This is an optimization exercise on Yosys and OpenROAD, whose aim is small area, a short achievable clock period and few clock cycles, not a production implementation.
Where RTL was checked, it was by simulation tests only, not by an equivalence proof against the original.
No activity file was given, so power comes from the tool's default toggle rates.

## before
Design convolution, start of the top module:
module convolution
(
output [4:0] memX_addr,
input      [7:0] dataX,
output [4:0] memY_addr,
input      [7:0] dataY,
input start,
output [15:0] dataZ,
output [5:0] memZ_addr,
output writeZ,
input      [4:0] sizeX,
input      [4:0] sizeY,
input            shape,
output busy,
output done,
input clk,
input rst_n
);
   reg        done_r;     
   reg        act;        
   reg        on;         
   reg        l1, l2, l3, wz;
   reg        f1, f2, f3;
   reg [4:0]  lo;
   reg [4:0]  j, i;
   reg        dir, fst;
   reg [7:0]  xr, yr;
   reg [15:0] ps, pc;
   wire [15:0] ms, mc;
   reg [9:0]  acc_lo;            
   reg [5:0]  acc_hi;            
   reg        cy;
   reg [5:0]  zaddr;
   reg [4:0] lo_t, him1_t;
   reg       empty_t;
   always @(*) begin
      case (sizeX)
         5'd1: lo_t = 5'd29;
         5'd2: lo_t = 5'd29;
         5'd3: lo_t = 5'd30;
         5'd4: lo_t = 5'd30;
         5'd5: lo_t = 5'd31;
         5'd6: lo_t = 5'd31;
         5'd7: lo_t = 5'd0;
         5'd8: lo_t = 5'd0;
         5'd9: lo_t = 5'd1;
         5'd10: lo_t = 5'd1;
         5'd11: lo_t = 5'd2;
         5'd12: lo_t = 5'd2;
         5'd13: lo_t = 5'd3;
         5'd14: lo_t = 5'd3;
         5'd15: lo_t = 5'd4;
         5'd16: lo_t = 5'd4;
         5'd17: lo_t = 5'd5;
         5'd18: lo_t = 5'd5;
         5'd19: lo_t = 5'd6;
         5'd20: lo_t = 5'd6;
         5'd21: lo_t = 5'd7;
         5'd22: lo_t = 5'd7;
         5'd23: lo_t = 5'd8;
         5'd24: lo_t = 5'd8;
         5'd25: lo_t = 5'd9;
         5'd26: lo_t = 5'd9;
         5'd27: lo_t = 5'd10;
         5'd28: lo_t = 5'd10;
         5'd29: lo_t = 5'd11;
         5'd30: lo_t = 5'd11;
         5'd31: lo_t = 5'd12;
         5'd0: lo_t = 5'd0;
         default: lo_t = 5'd0;
      endcase
      case (sizeX)
         5'd1: him1_t = 5'd30;
         5'd2: him1_t = 5'd31;
         5'd3: him1_t = 5'd1;
         5'd4: him1_t = 5'd2;
         5'd5: him1_t = 5'd4;
         5'd6: him1_t = 5'd5;
         5'd7: him1_t = 5'd7;
         5'd8: him1_t = 5'd8;
         5'd9: him1_t = 5'd10;
         5'd10: him1_t = 5'd11;
         5'd11: him1_t = 5'd13;
         5'd12: him1_t = 5'd14;
         5'd13: him1_t = 5'd16;
         5'd14: him1_t = 5'd17;
  ...
For scale: ~560 cells after synthesis, ~95 flip-flops, roughly 5600 um^2 of cells after synthesis.
clock: 6.0 ns
lec_check: 0
abc_clock_period_in_ps: 2500
cap_margin: 20
core_margin: 2
core_utilization: 55
cts_buf_list: sky130_fd_sc_hd__clkbuf_8
place_density: 0.7
setup_slack_margin: 3.3
slew_margin: 20
standard.sh (not shown) runs the stock make flow with config.mk's settings and CLKGATE_MAP_FILE= SYNTH_SCRIPT=/design/flow/synth_recipe.tcl, a recipe that flattens the netlist after the stock synthesis.
==> flow/flow/run.sh <==
#!/bin/bash
# Own flow: the standard layout, with small buffers on the ports and a lighter clock tree.
export BUFFER_PORTS_ARGS="-buffer_cell sky130_fd_sc_hd__buf_1"
export CTS_ARGS="-sink_clustering_enable -repair_clock_nets -buf_list sky130_fd_sc_hd__clkbuf_8 -dont_use_dummy_load"
bash standard.sh finish > standard.log 2>&1
Testbench counts of before, summed over its fixed seeds: cycles 40,586.
The following lists how after was set up differently from before:
--- a/flow/design.v
+++ b/flow/design.v
@@ -18,27 +18,25 @@
 );
    reg        done_r;     
    reg        act;        
    reg        on;         
    reg        l1, l2, l3, wz;
    reg        f1, f2, f3;
    reg [4:0]  lo;
    reg [4:0]  j, i;
    reg        dir, fst;
    reg [7:0]  xr, yr;
    reg [15:0] ps, pc;
    wire [15:0] ms, mc;
-   reg [9:0]  acc_lo;            
-   reg [5:0]  acc_hi;            
-   reg        cy;
+   reg [15:0] acc;
    reg [5:0]  zaddr;
    reg [4:0] lo_t, him1_t;
    reg       empty_t;
    always @(*) begin
       case (sizeX)
          5'd1: lo_t = 5'd29;
          5'd2: lo_t = 5'd29;
          5'd3: lo_t = 5'd30;
          5'd4: lo_t = 5'd30;
          5'd5: lo_t = 5'd31;
          5'd6: lo_t = 5'd31;
          5'd7: lo_t = 5'd0;
@@ -151,30 +149,27 @@
    wire j_top = (jp == sizeX);
    wire i_top = (ip == sizeY);
    wire j_bot = (j == 5'd0);
    wire i_bot = (i == 5'd0);
    wire lastK = dir ? (j_bot | i_top) : (j_top | i_bot);
    wire corner = j_top & i_top;
    wire adv  = on ? lastK : 1'b1;
    wire rsel = on ? dir : 1'b1;
    wire jdec = ~adv & dir;
    wire jinc = (~adv & ~dir) | (adv & (rsel ? i_top : ~j_top));
    wire idec = ~adv & ~dir;
    wire iinc = (~adv & dir) | (adv & (rsel ? ~i_top : j_top));
-   wire [15:0] accg = f3 ? 16'd0 : {acc_hi, acc_lo};
-   wire        cyg  = ~f3 & cy;
+   wire [15:0] accg = f3 ? 16'd0 : acc;
    wire [15:0] as   = accg ^ ps ^ pc;
    wire [15:0] ac   = (accg & ps) | (accg & pc) | (ps & pc);
-   wire [10:0] sum_lo = {1'b0, as[9:0]} + {1'b0, ac[8:0], 1'b0};
-   wire [5:0]  sum_hi = as[15:10] + ac[14:9] + {5'd0, cyg};
    always @(posedge clk or negedge rst_n) begin
       if (!rst_n) begin
          done_r <= 1'b1;
          act    <= 1'b0;
          on     <= 1'b0;
          l1 <= 1'b0; l2 <= 1'b0; l3 <= 1'b0;
          wz <= 1'b0;
       end else begin
          if (done_r) begin
             if (start) begin
                done_r <= 1'b0;
                act    <= 1'b1;
@@ -218,27 +213,25 @@
             i <= idec ? im : (iinc ? ip : i);
             if (adv) dir <= on & ~dir;
             fst <= adv;
          end
          if (wz | (act & ~on & ~at_lo)) zaddr <= zaddr + 6'd1;
       end
       lo <= lo_t;
       f1 <= fst; f2 <= f1; f3 <= f2;
       xr  <= dataX;
       yr  <= dataY;
       ps  <= ms;
       pc  <= mc;
-      acc_lo <= sum_lo[9:0];
-      cy     <= sum_lo[10];
-      acc_hi <= sum_hi;
+      acc <= as + {ac[14:0], 1'b0};
    end
    wire m_pp0_0 = xr[0] & yr[0];
    wire m_pp0_1 = xr[0] & yr[1];
    wire m_pp0_2 = xr[0] & yr[2];
    wire m_pp0_3 = xr[0] & yr[3];
    wire m_pp0_4 = xr[0] & yr[4];
    wire m_pp0_5 = xr[0] & yr[5];
    wire m_pp0_6 = xr[0] & yr[6];
    wire m_pp0_7 = xr[0] & yr[7];
    wire m_pp1_0 = xr[1] & yr[0];
    wire m_pp1_1 = xr[1] & yr[1];
    wire m_pp1_2 = xr[1] & yr[2];
@@ -459,17 +452,17 @@
    assign m_78 = (m_54 & m_55) | (m_54 & m_37) | (m_55 & m_37);
    assign m_79 = m_56 ^ m_57 ^ m_pp7_4;
    assign m_80 = (m_56 & m_57) | (m_56 & m_pp7_4) | (m_57 & m_pp7_4);
    assign m_81 = m_58 ^ m_59 ^ m_pp7_5;
    assign m_82 = (m_58 & m_59) | (m_58 & m_pp7_5) | (m_59 & m_pp7_5);
    assign m_83 = m_60 ^ m_pp6_7 ^ m_pp7_6;
    assign m_84 = (m_60 & m_pp6_7) | (m_60 & m_pp7_6) | (m_pp6_7 & m_pp7_6);
    assign ms = {1'b0, m_84, m_82, m_80, m_78, m_76, m_74, m_72, m_70, m_68, m_66, m_64, m_62, m_61, m_pp0_1, m_pp0_0};
    assign mc = {1'b0, m_pp7_7, m_83, m_81, m_79, m_77, m_75, m_73, m_71, m_69, m_67, m_65, m_63, m_pp2_0, m_pp1_0, 1'b0};
    assign memX_addr = j;
    assign memY_addr = i;
    assign memZ_addr = zaddr;
-   assign dataZ     = {acc_hi + {5'd0, cy}, acc_lo};
+   assign dataZ     = acc;
    assign writeZ    = wz;
    assign done      = done_r;
    assign busy      = ~done_r;
 endmodule
==> results.txt <==
- When after is set beside before, its count of multi-input combinational gates turns out to be about 5.6% larger.
- Going from before to after, register cell area after layout now sits lower; total buffers and inverters traversed by the critical path has decreased.
- after ends up with higher sum of routed wire length over all layers than before does.
- before leaves more setup margin than after.
- after vs. before: floorplan row count picked up an extra about 2.8%, total of plain and repair buffers excluding clock buffers has decreased, number of synthesized register bits decreased 1.1%, post-layout instance count excluding filler cells moved up.
- Measured against each other, after and before differ in layout inverter count without the clock tree, the higher figure coming from after.
- Taking after as 1.0, before lands at 0.914 on first-pass GRT wire length.
- after: PASS, flow complete, no timing, DRC or antenna violations
Testbench counts of after, summed over its fixed seeds: cycles 40,586.

* * *

Setup of build 18:
convolution, a different RTL version from the one above (not shown whole).
For scale: about 96 flip-flops, ~65 I/O pins, about 5700 µm² of cells after synthesis.
==> flow/design.v (excerpt) <==
module convolution
(
output [4:0] memX_addr,
input      [7:0] dataX,
output [4:0] memY_addr,
input      [7:0] dataY,
input start,
output [15:0] dataZ,
output [5:0] memZ_addr,
output writeZ,
input      [4:0] sizeX,
input      [4:0] sizeY,
input            shape,
output busy,
output done,
input clk,
input rst_n
);
Settings: LEC_CHECK=0, ABC_CLOCK_PERIOD_IN_PS=2500, CAP_MARGIN=20, CORE_MARGIN=2, CORE_UTILIZATION=55, CTS_BUF_LIST=sky130_fd_sc_hd__clkbuf_8, PLACE_DENSITY=0.7, SETUP_SLACK_MARGIN=3.3, SLEW_MARGIN=20; clock period 6.0 ns.
Scripts as last shown in full above: flow/flow/run.sh
Build 18: no failed stages, no open violations at the end
Relative to build 18, the following input files were edited for trial 8:
-- flow/design.v --
<<< build 18, line 18
);
   reg        done_r;     
   reg        busy_r;     
   reg        act;        
   reg        on;         
>>> trial 8, line 18
);
   reg        done_r;     
   reg        act;        
   reg        on;         
<<< build 18, line 29
   reg [15:0] ps, pc;
   wire [15:0] ms, mc;
   reg [9:0]  acc_lo;            
   reg [5:0]  acc_hi;            
   reg        cy;
   reg [5:0]  zaddr;
>>> trial 8, line 28
   reg [15:0] ps, pc;
   wire [15:0] ms, mc;
   reg [11:0] acc_lo;            
   reg [3:0]  acc_hi;            
   reg        cy;
   reg [5:0]  zaddr;
<<< build 18, line 166
   wire [15:0] as   = accg ^ ps ^ pc;
   wire [15:0] ac   = (accg & ps) | (accg & pc) | (ps & pc);
   wire [10:0] sum_lo = {1'b0, as[9:0]} + {1'b0, ac[8:0], 1'b0};
   wire [5:0]  sum_hi = as[15:10] + ac[14:9] + {5'd0, cyg};
   always @(posedge clk or negedge rst_n) begin
      if (!rst_n) begin
         done_r <= 1'b1;
         busy_r <= 1'b0;
         act    <= 1'b0;
         on     <= 1'b0;
>>> trial 8, line 165
   wire [15:0] as   = accg ^ ps ^ pc;
   wire [15:0] ac   = (accg & ps) | (accg & pc) | (ps & pc);
   wire [12:0] sum_lo = {1'b0, as[11:0]} + {1'b0, ac[10:0], 1'b0};
   wire [3:0]  sum_hi = as[15:12] + ac[14:11] + {3'd0, cyg};
   always @(posedge clk or negedge rst_n) begin
      if (!rst_n) begin
         done_r <= 1'b1;
         act    <= 1'b0;
         on     <= 1'b0;
<<< build 18, line 180
            if (start) begin
               done_r <= 1'b0;
               busy_r <= 1'b1;
               act    <= 1'b1;
               on     <= ~shape;
>>> trial 8, line 178
            if (start) begin
               done_r <= 1'b0;
               act    <= 1'b1;
               on     <= ~shape;
<<< build 18, line 186
         end else if (fin_w) begin
            done_r <= 1'b1;
            busy_r <= 1'b0;
            act    <= 1'b0;
            on     <= 1'b0;
>>> trial 8, line 183
         end else if (fin_w) begin
            done_r <= 1'b1;
            act    <= 1'b0;
            on     <= 1'b0;
<<< build 18, line 193
               act    <= 1'b0;
               done_r <= 1'b1;
               busy_r <= 1'b0;
            end else if (at_lo) begin
               on <= 1'b1;
>>> trial 8, line 189
               act    <= 1'b0;
               done_r <= 1'b1;
            end else if (at_lo) begin
               on <= 1'b1;
<<< build 18, line 204
         end else if (wz & ~l3 & ~l2 & ~l1) begin
            done_r <= 1'b1;
            busy_r <= 1'b0;
         end
         l1 <= on & lastK & ~fin_w;
>>> trial 8, line 199
         end else if (wz & ~l3 & ~l2 & ~l1) begin
            done_r <= 1'b1;
         end
         l1 <= on & lastK & ~fin_w;
<<< build 18, line 234
      ps  <= ms;
      pc  <= mc;
      acc_lo <= sum_lo[9:0];
      cy     <= sum_lo[10];
      acc_hi <= sum_hi;
   end
>>> trial 8, line 228
      ps  <= ms;
      pc  <= mc;
      acc_lo <= sum_lo[11:0];
      cy     <= sum_lo[12];
      acc_hi <= sum_hi;
   end
<<< build 18, line 475
   assign memY_addr = i;
   assign memZ_addr = zaddr;
   assign dataZ     = {acc_hi + {5'd0, cy}, acc_lo};
   assign writeZ    = wz;
   assign done      = done_r;
   assign busy      = busy_r;
endmodule
>>> trial 8, line 469
   assign memY_addr = i;
   assign memZ_addr = zaddr;
   assign dataZ     = {acc_hi + {3'd0, cy}, acc_lo};
   assign writeZ    = wz;
   assign done      = done_r;
   assign busy      = ~done_r;
endmodule
[summary]
Trial 8 closes out successfully: all stages finished, all timing, DRC and antenna checks passed.
Build 18 went all the way through the flow, and no timing, DRC or antenna check failed.
Flip-flop and latch share of the layout cell area was lower in the run labelled trial 8.
Trial 8 vs. build 18: via total after detailed routing picked up an extra 85, post-synthesis adder-cell area fraction lost 0.36 points.
On trial 8: clock sink count is about 1% lower than what build 18 gave.
The summed instance area of the synthesized netlist number comes out higher for trial 8 vs build 18.
Worst hold slack after final layout ends up higher on trial 8.
Sort build 18 and trial 8 by worst setup slack asc -> top: build 18
Trial 8 has internal power above what build 18 had.
Number of placed instances with taps included on trial 8 is up relative to build 18.
Fmax: trial 8 above build 18
The signed area change from the synthesized netlist to the final layout of trial 8 is lower than that of build 18.
In the tables for build 18 and trial 8, met3 track demand over resource reads higher with build 18.
No run of this note included a check of the RTL's function; only the layout flow was run.

* * *

convolution, a different RTL version from the one above (not shown whole).
For scale: about 560 cells after synthesis, ~95 flip-flops, roughly 65 I/O pins.
==> flow/config.mk <==
export PLATFORM = sky130hd
export DESIGN_NAME = convolution
export DESIGN_NICKNAME = convolution
export VERILOG_FILES = /design/flow/design.v
export SDC_FILE = /design/flow/constraint.sdc
export NUM_CORES = 4
export LEC_CHECK = 0
export ABC_CLOCK_PERIOD_IN_PS = 2500
export CAP_MARGIN = 20
export CORE_MARGIN = 2
export CORE_UTILIZATION = 55
export CTS_BUF_LIST = sky130_fd_sc_hd__clkbuf_8
export PLACE_DENSITY = 0.7
export SETUP_SLACK_MARGIN = 3.4
export SLEW_MARGIN = 20
==> flow/constraint.sdc <==
create_clock -name core_clock -period 6.0 [get_ports {clk}]
set_input_delay 1.2000 -clock core_clock [delete_from_list [all_inputs] [get_ports {clk}]]
set_output_delay 1.2000 -clock core_clock [all_outputs]
set_load 0.01 [all_outputs]
Scripts as last shown in full above: flow/flow/run.sh
Testbench counts at the start, summed over its fixed seeds: cycles 40,586.
Next try:
--- a/flow/design.v
+++ b/flow/design.v
@@ -22,18 +22,17 @@
    reg        l1, l2, l3, wz;
    reg        f1, f2, f3;
    reg [4:0]  lo;
    reg [4:0]  j, i;
    reg        dir, fst;
    reg [7:0]  xr, yr;
    reg [15:0] ps, pc;
    wire [15:0] ms, mc;
-   reg [7:0]  acc_lo, acc_hi;    
-   reg        cy;                
+   reg [15:0] acc;
    reg [5:0]  zaddr;
    reg [4:0] lo_t, him1_t;
    reg       empty_t;
    always @(*) begin
       case (sizeX)
          5'd1: lo_t = 5'd29;
          5'd2: lo_t = 5'd29;
          5'd3: lo_t = 5'd30;
@@ -154,22 +153,19 @@
    wire lastK = dir ? (j_bot | i_top) : (j_top | i_bot);
    wire corner = j_top & i_top;
    wire adv  = on ? lastK : 1'b1;
    wire rsel = on ? dir : 1'b1;
    wire jdec = ~adv & dir;
    wire jinc = (~adv & ~dir) | (adv & (rsel ? i_top : ~j_top));
    wire idec = ~adv & ~dir;
    wire iinc = (~adv & dir) | (adv & (rsel ? ~i_top : j_top));
-   wire [15:0] accg = f3 ? 16'd0 : {acc_hi, acc_lo};
-   wire        cyg  = ~f3 & cy;
+   wire [15:0] accg = f3 ? 16'd0 : acc;
    wire [15:0] as   = accg ^ ps ^ pc;
    wire [15:0] ac   = (accg & ps) | (accg & pc) | (ps & pc);
-   wire [8:0]  sum_lo = {1'b0, as[7:0]} + {1'b0, ac[6:0], 1'b0};
-   wire [7:0]  sum_hi = as[15:8] + ac[14:7] + {7'd0, cyg};
    always @(posedge clk or negedge rst_n) begin
       if (!rst_n) begin
          done_r <= 1'b1;
          act    <= 1'b0;
          on     <= 1'b0;
          l1 <= 1'b0; l2 <= 1'b0; l3 <= 1'b0;
          wz <= 1'b0;
       end else begin
@@ -221,19 +217,17 @@
          if (wz | (act & ~on & ~at_lo)) zaddr <= zaddr + 6'd1;
       end
       lo <= lo_t;
       f1 <= fst; f2 <= f1; f3 <= f2;
       xr  <= dataX;
       yr  <= dataY;
       ps  <= ms;
       pc  <= mc;
-      acc_lo <= sum_lo[7:0];
-      cy     <= sum_lo[8];
-      acc_hi <= sum_hi;
+      acc <= as + {ac[14:0], 1'b0};
    end
    wire m_pp0_0 = xr[0] & yr[0];
    wire m_pp0_1 = xr[0] & yr[1];
    wire m_pp0_2 = xr[0] & yr[2];
    wire m_pp0_3 = xr[0] & yr[3];
    wire m_pp0_4 = xr[0] & yr[4];
    wire m_pp0_5 = xr[0] & yr[5];
    wire m_pp0_6 = xr[0] & yr[6];
@@ -462,13 +456,13 @@
    assign m_82 = (m_58 & m_59) | (m_58 & m_pp7_5) | (m_59 & m_pp7_5);
    assign m_83 = m_60 ^ m_pp6_7 ^ m_pp7_6;
    assign m_84 = (m_60 & m_pp6_7) | (m_60 & m_pp7_6) | (m_pp6_7 & m_pp7_6);
    assign ms = {1'b0, m_84, m_82, m_80, m_78, m_76, m_74, m_72, m_70, m_68, m_66, m_64, m_62, m_61, m_pp0_1, m_pp0_0};
    assign mc = {1'b0, m_pp7_7, m_83, m_81, m_79, m_77, m_75, m_73, m_71, m_69, m_67, m_65, m_63, m_pp2_0, m_pp1_0, 1'b0};
    assign memX_addr = j;
    assign memY_addr = i;
    assign memZ_addr = zaddr;
-   assign dataZ     = {acc_hi + {7'd0, cy}, acc_lo};
+   assign dataZ     = acc;
    assign writeZ    = wz;
    assign done      = done_r;
    assign busy      = ~done_r;
 endmodule
Outcome: Core utilization went up by 2.3 points. Clock skew came out higher by 4.2 ps. Worst setup slack improves by 170 ps. Clock-buffer cell count does not change. Hold slack improves by 23 ps. Non-clock buffer count rises by 5. Final area rises by about 4.4%. Routed wire length increases by about 14%. Cell count is higher by about 8%. Via count is higher by about 11%. Register-to-register slack stays flat. Critical path depth is higher by 1. Clock power came out higher by about 2%. Synthesized area goes up by about 1.7%.
Testbench counts after the change, summed over its fixed seeds: cycles 40,586.

port drivers added, routing unchanged:
No port has a modelled driver above. Below, the same layouts with a new extraction and two added sets of constraints. Step 1 assumes that a clkbuf_16 drives the clock port and a buf_2 every other input. Step 2 adds t to the input delays and takes it off the output delays; t is the mean of the earliest and latest rising clock arrival at the registers after step 1. Input paths then give back, and output paths get back, about the clock's delay inside the block. Slacks: ideal ports / drivers / drivers and shift; pairs: ideal ports / drivers.
| run | t (ns) | slack for setup (ns) | pins driven straight from the clock port |
|---|---|---|---|
| before | 0.382 | 3.345 / 3.345 / 3.008 | 1 |
| after | 0.392 | 3.331 / 3.331 / 2.976 | 1 |
| build 18 | 0.379 | 3.101 / 3.074 / 2.696 | 1 |
| trial 8 | 0.379 | 3.239 / 3.199 / 2.820 | 1 |
| the first run of note 3 | 0.379 | 3.156 / 3.122 / 2.954 | 1 |
| the second run of note 3 | 0.387 | 3.324 / 3.324 / 3.045 | 1 |
After both steps every run listed still meets setup and hold. For trial 8, which loses most, drivers alone change the setup slack by -0.040 ns; drivers and shift together by -0.419 ns.
